From an optimization exercise on the open Yosys and OpenROAD flow, aimed at small area and a short achievable clock period; shortcuts taken in it are not production practice.
Function was checked by simulation only, so behaviour that the tests miss may differ from the original.
Power is estimated from default activity; no workload was simulated.

==> flow/run.sh <==
#!/bin/bash
# synth_recipe.tcl (not shown) runs the flow's synth.tcl, then flattens the netlist and writes it again
# the make line also repeats each setting of config.mk as NAME=value (left out here)
make -C /OpenROAD-flow-scripts/flow DESIGN_CONFIG=/design/flow/config.mk WORK_HOME=/design/flow/orfs CLKGATE_MAP_FILE= SYNTH_SCRIPT=/design/flow/synth_recipe.tcl finish
==> flow/config.mk <==
export PLATFORM = sky130hd
export DESIGN_NAME = finalproject
export DESIGN_NICKNAME = finalproject
export VERILOG_FILES = /design/flow/design.v
export SDC_FILE = /design/flow/constraint.sdc
export NUM_CORES = 4
export LEC_CHECK = 0
export CAP_MARGIN = 20
export CORE_MARGIN = 2
export CORE_UTILIZATION = 40
export SLEW_MARGIN = 20
==> flow/constraint.sdc <==
create_clock -name core_clock -period 10.0 [get_ports {CLK}]
set_input_delay 2.0000 -clock core_clock [delete_from_list [all_inputs] [get_ports {CLK}]]
set_output_delay 2.0000 -clock core_clock [all_outputs]
set_load 0.01 [all_outputs]
==> flow/design.v <==
module finalproject #(
    parameter CLK_FREQ_HZ = 8_000,
    parameter SCAN_RATE   = 1000
)(
    input  wire        CLK,
    input  wire        RST_N,
    input  wire [3:0]  ROWS,
    output reg  [3:0]  COLS,
    output wire [7:0]  HEX0,
    output wire [7:0]  HEX1,
    output wire [7:0]  HEX2,
    output wire [9:0]  LEDS,
    output wire [7:0]  DBG
);
    reg [2:0] cnt;
    reg       tick;        
    reg       first;       
    reg       first_ev;    
    always @(posedge CLK or negedge RST_N) begin
        if (!RST_N) begin
            cnt      <= 3'd0;
            tick     <= 1'b0;
            first    <= 1'b1;
            first_ev <= 1'b1;
            COLS     <= 4'b1110;
        end else begin
            cnt  <= cnt + 3'd1;
            tick <= (cnt == 3'd7);
            if (tick) begin
                first <= 1'b0;
                if (!first) COLS <= {COLS[2:0], COLS[3]};
            end
            if (cnt == 3'd1 && !first) first_ev <= 1'b0;
        end
    end
    reg [3:0] rows_q;      
    reg       idle_q;      
    always @(posedge CLK or negedge RST_N) begin
        if (!RST_N) begin
            rows_q <= 4'b1111;
            idle_q <= 1'b1;
        end else if (tick) begin
            rows_q <= ROWS;
            idle_q <= (rows_q == 4'b1111);
        end
    end
    wire [3:0] col_t = first_ev ? COLS : {COLS[0], COLS[3:1]};
    wire [1:0] cidx = {~col_t[3] | ~col_t[2], ~col_t[3] | ~col_t[1]};
    wire [1:0] ridx = {~rows_q[3] | ~rows_q[2], ~rows_q[3] | ~rows_q[1]};
    wire one_row = (rows_q == 4'b1110) | (rows_q == 4'b1101) |
                   (rows_q == 4'b1011) | (rows_q == 4'b0111);
    wire ev = (cnt == 3'd1) & idle_q & one_row;
    reg [3:0] code;
    always @(*) begin
        case ({cidx, ridx})
            4'b00_00: code = 4'd1;  4'b00_01: code = 4'd4;
            4'b00_10: code = 4'd7;  4'b00_11: code = 4'hE;
            4'b01_00: code = 4'd2;  4'b01_01: code = 4'd5;
            4'b01_10: code = 4'd8;  4'b01_11: code = 4'd0;
            4'b10_00: code = 4'd3;  4'b10_01: code = 4'd6;
            4'b10_10: code = 4'd9;  4'b10_11: code = 4'hF;
            4'b11_00: code = 4'hA;  4'b11_01: code = 4'hB;
            4'b11_10: code = 4'hC;  default:  code = 4'hD;
        endcase
    end
    wire k_clr   = (cidx == 2'd0) & (ridx == 2'd3);
    wire k_eq    = (cidx == 2'd2) & (ridx == 2'd3);
    wire k_op    = (cidx == 2'd3);
    wire k_digit = ~k_clr & ~k_eq & ~k_op;
    function [6:0] seg;
        input [3:0] v;
        begin
            case (v)
                4'd0: seg = 7'b1000000;  4'd1: seg = 7'b1111001;
                4'd2: seg = 7'b0100100;  4'd3: seg = 7'b0110000;
                4'd4: seg = 7'b0011001;  4'd5: seg = 7'b0010010;
                4'd6: seg = 7'b0000010;  4'd7: seg = 7'b1111000;
                4'd8: seg = 7'b0000000;  4'd9: seg = 7'b0010000;
                4'hA: seg = 7'b0001000;  4'hB: seg = 7'b0000011;
                4'hC: seg = 7'b1000110;  4'hD: seg = 7'b0100001;
                4'hE: seg = 7'b0000110;  default: seg = 7'b0001110;
            endcase
        end
    endfunction
    reg [6:0] opa, opb;
    reg [2:0] op;
    reg       opsel;
    reg       done;
    reg       first_op;
    reg [1:0] dcnt;
    reg [3:0] last_key;
    reg       ready;
    reg [6:0] hex0, hex1, hex2;
    reg [12:0] lfsr;
    reg [6:0] R, Q;
    reg [1:0] ph;
    localparam PH_IDLE = 2'd0, PH_START = 2'd1, PH_STEP = 2'd2, PH_CONV = 2'd3;
    wire acc   = ev & ready;
    wire work  = acc & ~k_clr & ~done;
    wire [3:0] x   = first_op ? opa[3:0] : opb[3:0];
    wire [6:0] x10 = {x, 3'b000} + {2'b00, x, 1'b0} + {3'b000, code};
    wire [6:0] nv  = (dcnt == 2'd1) ? x10 : {3'b000, code};
    localparam [12:0] LFSR_SEED = 13'h0001;
    localparam [12:0] LFSR_END  = 13'h1914;
    wire [12:0] lfsr_nx = {lfsr[11:0], lfsr[12] ^ lfsr[3] ^ lfsr[2] ^ lfsr[0]};
    always @(posedge CLK or negedge RST_N) begin
        if (!RST_N) begin
            opa <= 0; opb <= 0; op <= 0; opsel <= 0; done <= 0;
            first_op <= 1; dcnt <= 0; last_key <= 0; ready <= 1;
            hex0 <= 7'b1000000; hex1 <= 7'b1111111; hex2 <= 7'b1111111;
            lfsr <= LFSR_SEED;
        end else begin
            lfsr <= lfsr_nx;
            if (!ready && lfsr == LFSR_END) ready <= 1'b1;
            if (acc) begin
                last_key <= code;
                if (k_clr) begin
                    opa <= 0; opb <= 0; op <= 0; opsel <= 0; done <= 0;
                    first_op <= 1; dcnt <= 0;
                    hex0 <= 7'b1000000; hex1 <= 7'b1111111; hex2 <= 7'b1111111;
                end else if (!done) begin
                    ready <= 1'b0;
                    lfsr <= LFSR_SEED;
                    if (k_digit) begin
                        if (first_op) opa <= nv; else opb <= nv;
                        hex0 <= seg(code);
                        hex1 <= (dcnt == 2'd1) ? seg(x) : 7'b1111111;
                        dcnt <= (dcnt == 2'd1) ? 2'd2 : 2'd1;
                    end else if (k_op) begin
                        op <= {1'b0, ridx} + 3'd1;
                        opsel <= 1'b1;
                        first_op <= 1'b0;
                        dcnt <= 2'd0;
                        hex1 <= 7'b1111111;
                        hex2 <= seg(code);
                    end else begin
                        done <= 1'b1;
                        hex0 <= seg(R[3:0]);
                        hex1 <= seg(Q[3:0]);
                        if (!opsel) hex2 <= seg(4'hF);
                    end
                end
            end
        end
    end
    wire op_add = (op == 3'd1);
    wire op_sub = (op == 3'd2);
    wire op_mul = (op == 3'd3);
    wire op_div = (op == 3'd4);
    wire conv = (ph == PH_CONV);
    wire [6:0] y   = conv ? 7'd10 : (op_mul ? opa : opb);
    wire       sub = conv | op_sub | op_div;
    wire [7:0] sum = {1'b0, R} + {1'b0, y ^ {7{sub}}} + {7'd0, sub};
    wire       ge  = sum[7];           
    wire       qeb = (Q == opb);
    always @(posedge CLK or negedge RST_N) begin
        if (!RST_N) begin
            R <= 0; Q <= 0; ph <= PH_IDLE;
        end else if (acc & k_clr) begin
            R <= 0; Q <= 0; ph <= PH_IDLE;
        end else if (work & ~k_eq) begin
            Q <= 0; ph <= PH_START;
        end else begin
            case (ph)
                PH_START: begin
                    Q <= 0;
                    if (op_div & qeb) begin
                        R <= 7'd14; Q <= 7'd14; ph <= PH_IDLE;
                    end else begin
                        R <= (op_add | op_sub | op_div) ? opa : 7'd0;
                        ph <= PH_STEP;
                    end
                end
                PH_STEP: begin
                    if (op_add) begin
                        R <= sum[6:0]; ph <= PH_CONV;
                    end else if (op_sub) begin
                        R <= ge ? sum[6:0] : 7'd0; ph <= PH_CONV;
                    end else if (op_mul) begin
                        if (qeb) begin Q <= 0; ph <= PH_CONV; end
                        else begin R <= sum[6:0]; Q <= Q + 7'd1; end
                    end else if (op_div) begin
                        if (ge) begin R <= sum[6:0]; Q <= Q + 7'd1; end
                        else begin R <= Q; Q <= 0; ph <= PH_CONV; end
                    end else begin
                        ph <= PH_CONV;
                    end
                end
                PH_CONV: begin
                    if (ge & ~(Q[3] & Q[0])) begin
                        R <= sum[6:0]; Q <= Q + 7'd1;
                    end else ph <= PH_IDLE;
                end
                default: ;
            endcase
        end
    end
    assign HEX0 = {1'b1, hex0};
    assign HEX1 = {1'b1, hex1};
    assign HEX2 = {1'b1, hex2};
    assign LEDS = {done, opsel, first_op, dcnt, ready, last_key};
    assign DBG  = {op, done, opa[3:0]};
endmodule
==> results of run 1 <==
metal layers:
metal	share of wire	up-vias	track usage
li1	-	2682	-
met1	0.46	2751	0.296
met5	0	-	0
met2	0.46	171	0.332
met3	0.047	40	0.0312
met4	0.028	0	0.0863
Yosys cell counts, types with 3 or more instances:
cell / count / area, um^2
o2bb2ai_1: 4 / 35.0
a31oi_1: 11 / 68.8
o221ai_1: 3 / 26.3
o21a_1: 3 / 22.5
mux2_2: 27 / 304
xnor2_1: 12 / 105
a221o_1: 6 / 60.1
o31ai_1: 3 / 22.5
o2111ai_1: 3 / 26.3
o211ai_1: 5 / 37.5
nor2_1: 52 / 195
nand4_1: 6 / 37.5
a22o_1: 4 / 35.0
buf_4: 13 / 97.6
nor2_2: 4 / 25.0
nand3b_1: 3 / 22.5
a221oi_1: 3 / 26.3
a32o_1: 7 / 70.1
a21o_1: 13 / 97.6
dfstp_2: 28 / 736
o22ai_1: 11 / 68.8
nor4_1: 3 / 18.8
and4_1: 5 / 43.8
nand3_1: 25 / 125
mux2i_1: 11 / 110
inv_1: 41 / 154
o21ai_0: 38 / 190
fa_1: 3 / 60.1
xor2_1: 15 / 131
a2bb2oi_1: 3 / 26.3
nor3_1: 14 / 70.1
and2_1: 8 / 50.1
nor4b_1: 3 / 26.3
dfrtp_1: 64 / 1600
buf_2: 6 / 30.0
clkbuf_1: 25 / 93.8
nor3b_1: 3 / 22.5
a21oi_1: 53 / 265
nor2b_1: 18 / 113
nand2_1: 64 / 240
a22oi_1: 3 / 22.5
nand2b_1: 5 / 31.3
and3_1: 6 / 37.5
ha_1: 49 / 613
cell type report:
type / instances / area (um^2)
clock buffers: 12 / 256
clock inverters: 4 / 32.5
fillers: 1613 / 8940
inverters: 43 / 164
multi-input cells: 558 / 3960
flip-flops and latches: 92 / 2340
well taps: 220 / 275
repair buffers: 51 / 500
flip-flops by register name, summed over array words and instances (netlist names):
register	cells
lfsr	13
Q	7
R	7
hex0	7
hex1	7
hex2	7
opa	7
opb	7
COLS	4
last_key	4
rows_q	4
cnt	3
op	3
dcnt	2
ph	2
done	1
first	1
first_ev	1
first_op	1
idle_q	1
opsel	1
ready	1
tick	1
final timing paths:
| kind | from | endpoint | slack (ns) | cells after the start |
|---|---|---|---|---|
| max | rows_q[2] | opb[6] | 5.43 | 16 |
| min | cnt[0] | cnt[0] | 0.45 | 1 |
| max reg2reg | rows_q[2] | opb[6] | 5.43 | 16 |
| min reg2reg | cnt[0] | cnt[0] | 0.45 | 1 |
| max in group asynchronous | RST_N | lfsr[1] | 7.33 | 2 |
| min in group asynchronous | RST_N | last_key[0] | 1.62 | 1 |
power by group through the flow:
| stage | clock network, mW | logic [mW] | registers [mW] |
|---|---|---|---|
| global route | 0.360 | 0.0349 | 0.375 |
| floorplan | 0 | 0.0170 | 0.382 |
| detailed placement | 0 | 0.0312 | 0.382 |
| global placement | 0 | 0.0310 | 0.382 |
| CTS | 0.343 | 0.0314 | 0.375 |
| finish | 0.334 | 0.0309 | 0.376 |
per-stage QoR:
step	utilization	cell area (um^2)
floorplan	-	6700
global placement	0.439	7230
detailed placement	0.439	7230
CTS	0.457	7520
global route	0.457	7520
finish	0.457	7520
cells by family after synthesis:
group,Yosys count,share of synthesized area
adders and majority gates,52,0.101
DFF,92,0.349
xor gates and xnor gates,27,0.0353
and+or+nand+nor,230,0.171
buffers and inverters,91,0.0623
AOI/OAI and AO/OA,205,0.211
other,1,0.000561
muxes,41,0.0698
==> impl_metrics.json, run 1 <==
{
  "status": "complete, no violations",
  "min_period_over_period": 0.457,
  "max_freq_mhz": 219,
  "viasPerCell": 5.76,
  "hold_violations": 0,
  "syn_inst": 739,
  "drc": 0,
  "cp_max_fo": 11,
  "num_rows": 47,
  "ys_ff_latch": 92,
  "overflow": 0,
  "pre_cts_ws_ns": 5.46,
  "ys_seq_area_frac": 0.349,
  "final_cells": 980,
  "cp_num_buf_inv": 4,
  "fin_setup_tns_ns": 0,
  "critPathRequiredTime_ns": 10.23,
  "vdd_drop_max_v": 0.0000912,
  "synth_area_mm2": 0.00669,
  "post_drt_wl_per_cell_um": 18.3,
  "grt_max_degree": 53,
  "cts_resized": 0,
  "p_leak_nw": 3.34,
  "fin_crit_ns": 4.57,
  "die_w_um": 133,
  "die_h_um": 133,
  "cpMaxStageDelayCell": "dfstp_2",
  "critPathArrivalTime_ns": 4.81,
  "seq_power_share": 0.507,
  "slew_headroom": 0.327,
  "clk_pin_slew_ns": 0.06,
  "gp_congestion": 0.912,
  "num-nets-final": 813,
  "power.switching_mw": 0.172,
  "die_area_mm2": 0.0178,
  "start_util": 0.406,
  "cts_max_path_buffers": 2,
  "tightestPinTransition_ns": 1.01,
  "path_common_cell": "inv_1",
  "finalWirelength_um": 18000,
  "skew_ns": 0.00952,
  "layout_common_cells": "dfrtp_1, nand2_1, a21oi_1",
  "cts-htree-levels": 3,
  "cts_setup_buffers": 0,
  "clock_latency_ns": 0.35,
  "slew_violations": 0,
  "antenna_cells": 0,
  "cts_tree": "built",
  "power_mw": 0.740,
  "finalSetupViolCount": 0,
  "ctsHoldBuffers": 0,
  "cts_sinks": 92,
  "async_reset_ff_frac": 1.00,
  "path_class": "register to register",
  "cell_internal_pwr_mw": 0.568,
  "cts_made_buffers": 9,
  "numPortBuffers": 48,
  "clockRootBuffer": "clkbuf_16",
  "placed_cells": 964,
  "cap_violations": 0,
  "syn_to_final_growth_pct": 12.4,
  "hold_ws_ns": 0.454,
  "yosysWarnings": 1,
  "synth_ff_type": "dfrtp_1",
  "drtPass1Iterations": 5,
  "hp-class": "register to register",
  "post-dp-hpwl_um": 13700,
  "fp.coreArea_mm2": 0.0165,
  "end_kind": "register",
  "combPwrFrac": 0.042,
  "pwr-share-clk": 0.451,
  "first_global_vias": 5470,
  "drive_gt1_frac": 0.130,
  "grt_pass1_wl_um": 30000,
  "io_pins": 52,
  "grt_antenna_before_repair": 0,
  "detail-route-antenna-nets": 0,
  "path_cells": "and2_1 > inv_1 > ha_1 > and4b_1 > nor2_2 > a32o_1 > inv_2 > fa_1 > inv_1 > fa_1 > inv_1 > a21o_1 > a21oi_1 > xnor2_1 > nor2_1 > mux2_2",
  "slowest_delay_ns": 0.58,
  "grtUsageTotal": 0.212,
  "vias": 5644,
  "p_sw_frac": 0.233,
  "start_kind": "register",
  "synth-edff-count": 0,
  "drtIter0Drc": 424,
  "synth_cell_types": 80,
  "rsz0062_at_grt": "no",
  "synth_area_per_cell_um2": 9.05,
  "power_density_mw_per_mm2": 98.4,
  "fin_ws_ns": 5.43,
  "critPathTopFamily": "adder cells"
}
==> run 2: changes to the inputs <==
--- a/flow/config.mk
+++ b/flow/config.mk
@@ -6,6 +6,9 @@
 export NUM_CORES = 4
 export LEC_CHECK = 0
+export ABC_CLOCK_PERIOD_IN_PS = 3000
 export CAP_MARGIN = 20
 export CORE_MARGIN = 2
 export CORE_UTILIZATION = 40
+export SETUP_SLACK_MARGIN = 5
 export SLEW_MARGIN = 20
+export TNS_END_PERCENT = 100
==> run 2 against run 1 <==
  * Setup slack did not move
  * Area after synthesis unchanged
  * Design area stayed put
  * Routed wire length stayed put
  * Largest cell class unchanged
==> impl_metrics.json, run 2 <==
{
  "status": "complete, no violations",
  "post-dp-hpwl_um": 13700,
  "reg2reg_to": "opb[6]",
  "hold_violations": 0,
  "reg2reg_from": "rows_q[2]",
  "worstHoldPathCells": 1,
  "antenna_cells": 0,
  "path_cells": "and2_1 > inv_1 > ha_1 > and4b_1 > nor2_2 > a32o_1 > inv_2 > fa_1 > inv_1 > fa_1 > inv_1 > a21o_1 > a21oi_1 > xnor2_1 > nor2_1 > mux2_2",
  "synthTopCellsByArea": "dfrtp_1, dfstp_2, ha_1, mux2_2, a21oi_1",
  "startpoint": "rows_q[2]",
  "grt_max_degree": 53,
  "clock_latency_ns": 0.35,
  "synth_top_area_cell": "dfrtp_1",
  "finalWirelength_um": 18000,
  "first_global_vias": 5470,
  "die_h_um": 133,
  "ctsHoldBuffers": 0,
  "start_kind": "register",
  "synth_ff_type": "dfrtp_1",
  "stdcell_area_mm2": 0.00752,
  "hp-class": "register to register",
  "ys_top_cells_by_count": "dfrtp_1, nand2_1, a21oi_1",
  "use_met1": 0.296,
  "cts-htree-levels": 3,
  "drive_gt1_frac": 0.130,
  "drtPass1Iterations": 5,
  "top_register": "lfsr",
  "power_density_mw_per_mm2": 98.4,
  "io_pins": 52,
  "slew_headroom": 0.327,
  "post-synth-top-area-fraction": 0.239,
  "synth_area_mm2": 0.00669,
  "end_kind": "register",
  "gp_congestion": 0.912,
  "die_area_mm2": 0.0178,
  "overflow": 0,
  "die_w_um": 133,
  "regToRegSetupSlack_ns": 5.43,
  "finalSetupViolCount": 0,
  "numPortBuffers": 48,
  "tightestPinTransition_ns": 1.01,
  "hp-start": "cnt[0]",
  "min_period_over_period": 0.457,
  "skew_ns": 0.00952,
  "clk_pin_slew_ns": 0.06,
  "cpMaxStageDelayCell": "dfstp_2",
  "layout_common_cells": "dfrtp_1, nand2_1, a21oi_1",
  "num_rows": 47,
  "fp.coreArea_mm2": 0.0165,
  "multi_input_area_mm2": 0.00396,
  "max_freq_mhz": 219,
  "viasPerCell": 5.76,
  "ys_seq_area_frac": 0.349,
  "detail-route-antenna-nets": 0,
  "n_fill_cell": 1613,
  "critPathRequiredTime_ns": 10.23,
  "worstRegToRegCells": 16,
  "grt_antenna_before_repair": 0,
  "slew_violations": 0,
  "syn_inst": 739,
  "drc": 0,
  "grt_use_met2": 0.332,
  "fin_crit_ns": 4.57,
  "min_to": "cnt[0]",
  "synth-edff-count": 0,
  "path_common_cell": "inv_1",
  "start_util": 0.406,
  "grt_pass1_wl_um": 30000,
  "vdd_drop_max_v": 0.0000912,
  "post_drt_wl_per_cell_um": 18.3,
  "cts_sinks": 92,
  "async_reset_ff_frac": 1.00,
  "layout.area.seq_mm2": 0.00234,
  "grtUsageTotal": 0.212,
  "p_leak_nw": 3.34,
  "clockRootBuffer": "clkbuf_16",
  "num-nets-final": 813,
  "vias": 5644,
  "synth_area_per_cell_um2": 9.05,
  "syn_to_final_growth_pct": 12.4,
  "rsz0062_at_grt": "no",
  "cp_max_fo": 11,
  "synth_cell_types": 80,
  "use_met3": 0.0312,
  "cp_num_buf_inv": 4,
  "critPathTopFamily": "adder cells",
  "yosysWarnings": 1,
  "fin_setup_tns_ns": 0,
  "placed_cell_area_mm2": 0.00723,
  "cts_max_path_buffers": 2,
  "critPathArrivalTime_ns": 4.81,
  "path_class": "register to register",
  "cts_setup_buffers": 0,
  "cap_violations": 0,
  "cts_made_buffers": 9,
  "ys_ff_latch": 92,
  "busiest_layer": "met2",
  "cts_resized": 0,
  "largest_reg_flops": 13,
  "cts_tree": "built",
  "drtIter0Drc": 424,
  "slowest_delay_ns": 0.58
}
## run 2: cell counts in the layout (fill, tap and decap cells not counted)
No cell type changed its count.
## run 2: per-stage QoR
stage	hold slack (ns)	total power [mW]	std cells	util	setup slack, ns
4_1_cts	0.459	0.750	980	0.457	5.45
6_report	0.454	0.740	980	0.457	5.43
5_1_grt	0.491	0.770	980	0.457	5.12
2_1_floorplan	0.428	0.399	741	-	6.17
3_3_place_gp	0.441	0.413	964	0.439	5.68
3_5_place_dp	0.449	0.413	964	0.439	5.46
## run 2: cell families after synthesis
kind of cell | Yosys count | synth area share
simple gates | 230 | 0.171
compound gates | 205 | 0.211
flops | 92 | 0.349
buf+inv | 91 | 0.0623
fa+ha+maj | 52 | 0.101
mux | 41 | 0.0698
xor+xnor | 27 | 0.0353
other cells | 1 | 0.000561
## run 2: layer usage
| layer | vias to the layer above | share of wire |
|---|---|---|
| met1 | 2751 | 0.46 |
| met5 | - | 0 |
| met3 | 40 | 0.047 |
| met2 | 171 | 0.46 |
| met4 | 0 | 0.028 |
| li1 | 2682 | - |
## run 2: worst max-delay path by stage
stage               slack (ns)  cells past startpoint      to
floorplan                 6.17                     18  opa[6]
CTS                       5.45                     16  opb[6]
finish                    5.43                     16  opb[6]
global route              5.12                     16  opb[6]
global placement          5.68                     16  opa[6]
detailed placement        5.46                     16  opb[6]
## run 2: final cells by class
type | instances | area share
Clock buffer | 12 | 0.0341
Timing Repair Buffer | 51 | 0.0665
Inverter | 43 | 0.0218
Tap cell | 220 | 0.0366
Sequential cell | 92 | 0.311
Multi-Input combinational cell | 558 | 0.526
Clock inverter | 4 | 0.00433
## run 2: report_power, final
part | switching [mW] | leakage (nW) | total [mW] | internal, mW
registers | 0.00127 | 1.18 | 0.376 | 0.374
logic | 0.0210 | 2.03 | 0.0309 | 0.00992
clock network | 0.150 | 0.135 | 0.334 | 0.184
total | 0.172 | 3.34 | 0.740 | 0.568
## run 2: worst reg2reg max path: stages, from the launching register on
cell and delay, ns:
dfstp_2 0.58, and2_1 0.38, inv_1 0.16, ha_1 0.27
and4b_1 0.22, nor2_2 0.42, a32o_1 0.47, inv_2 0.18
fa_1 0.55, inv_1 0.07, fa_1 0.46, inv_1 0.07
a21o_1 0.11, a21oi_1 0.07, xnor2_1 0.13, nor2_1 0.06
mux2_2 0.26

## re-timing with driven ports
No port has a modelled driver above. Below, the same layouts with a new extraction and two added sets of constraints.
Step 1, drivers: a clkbuf_16 drives CLK and a buf_2 each remaining input, both assumed.
Step 2 moves the port delays by t, midway between the first and last clock arrival at a register: inputs arrive t later, outputs are due t later. That takes back most of the time a late clock gives input paths.
Slacks: ideal ports / drivers / drivers and shift; pairs: ideal ports / drivers.
run	t, ns	setup WS [ns]	clock arrival spread, ns	worst register clock-pin slew, ns
run 1	0.394	5.428 / 5.428 / 5.428	0.010 / 0.010	0.07 / 0.07
run 2	0.394	5.428 / 5.428 / 5.428	0.010 / 0.010	0.07 / 0.07
After both steps setup and hold are still met in every run listed.
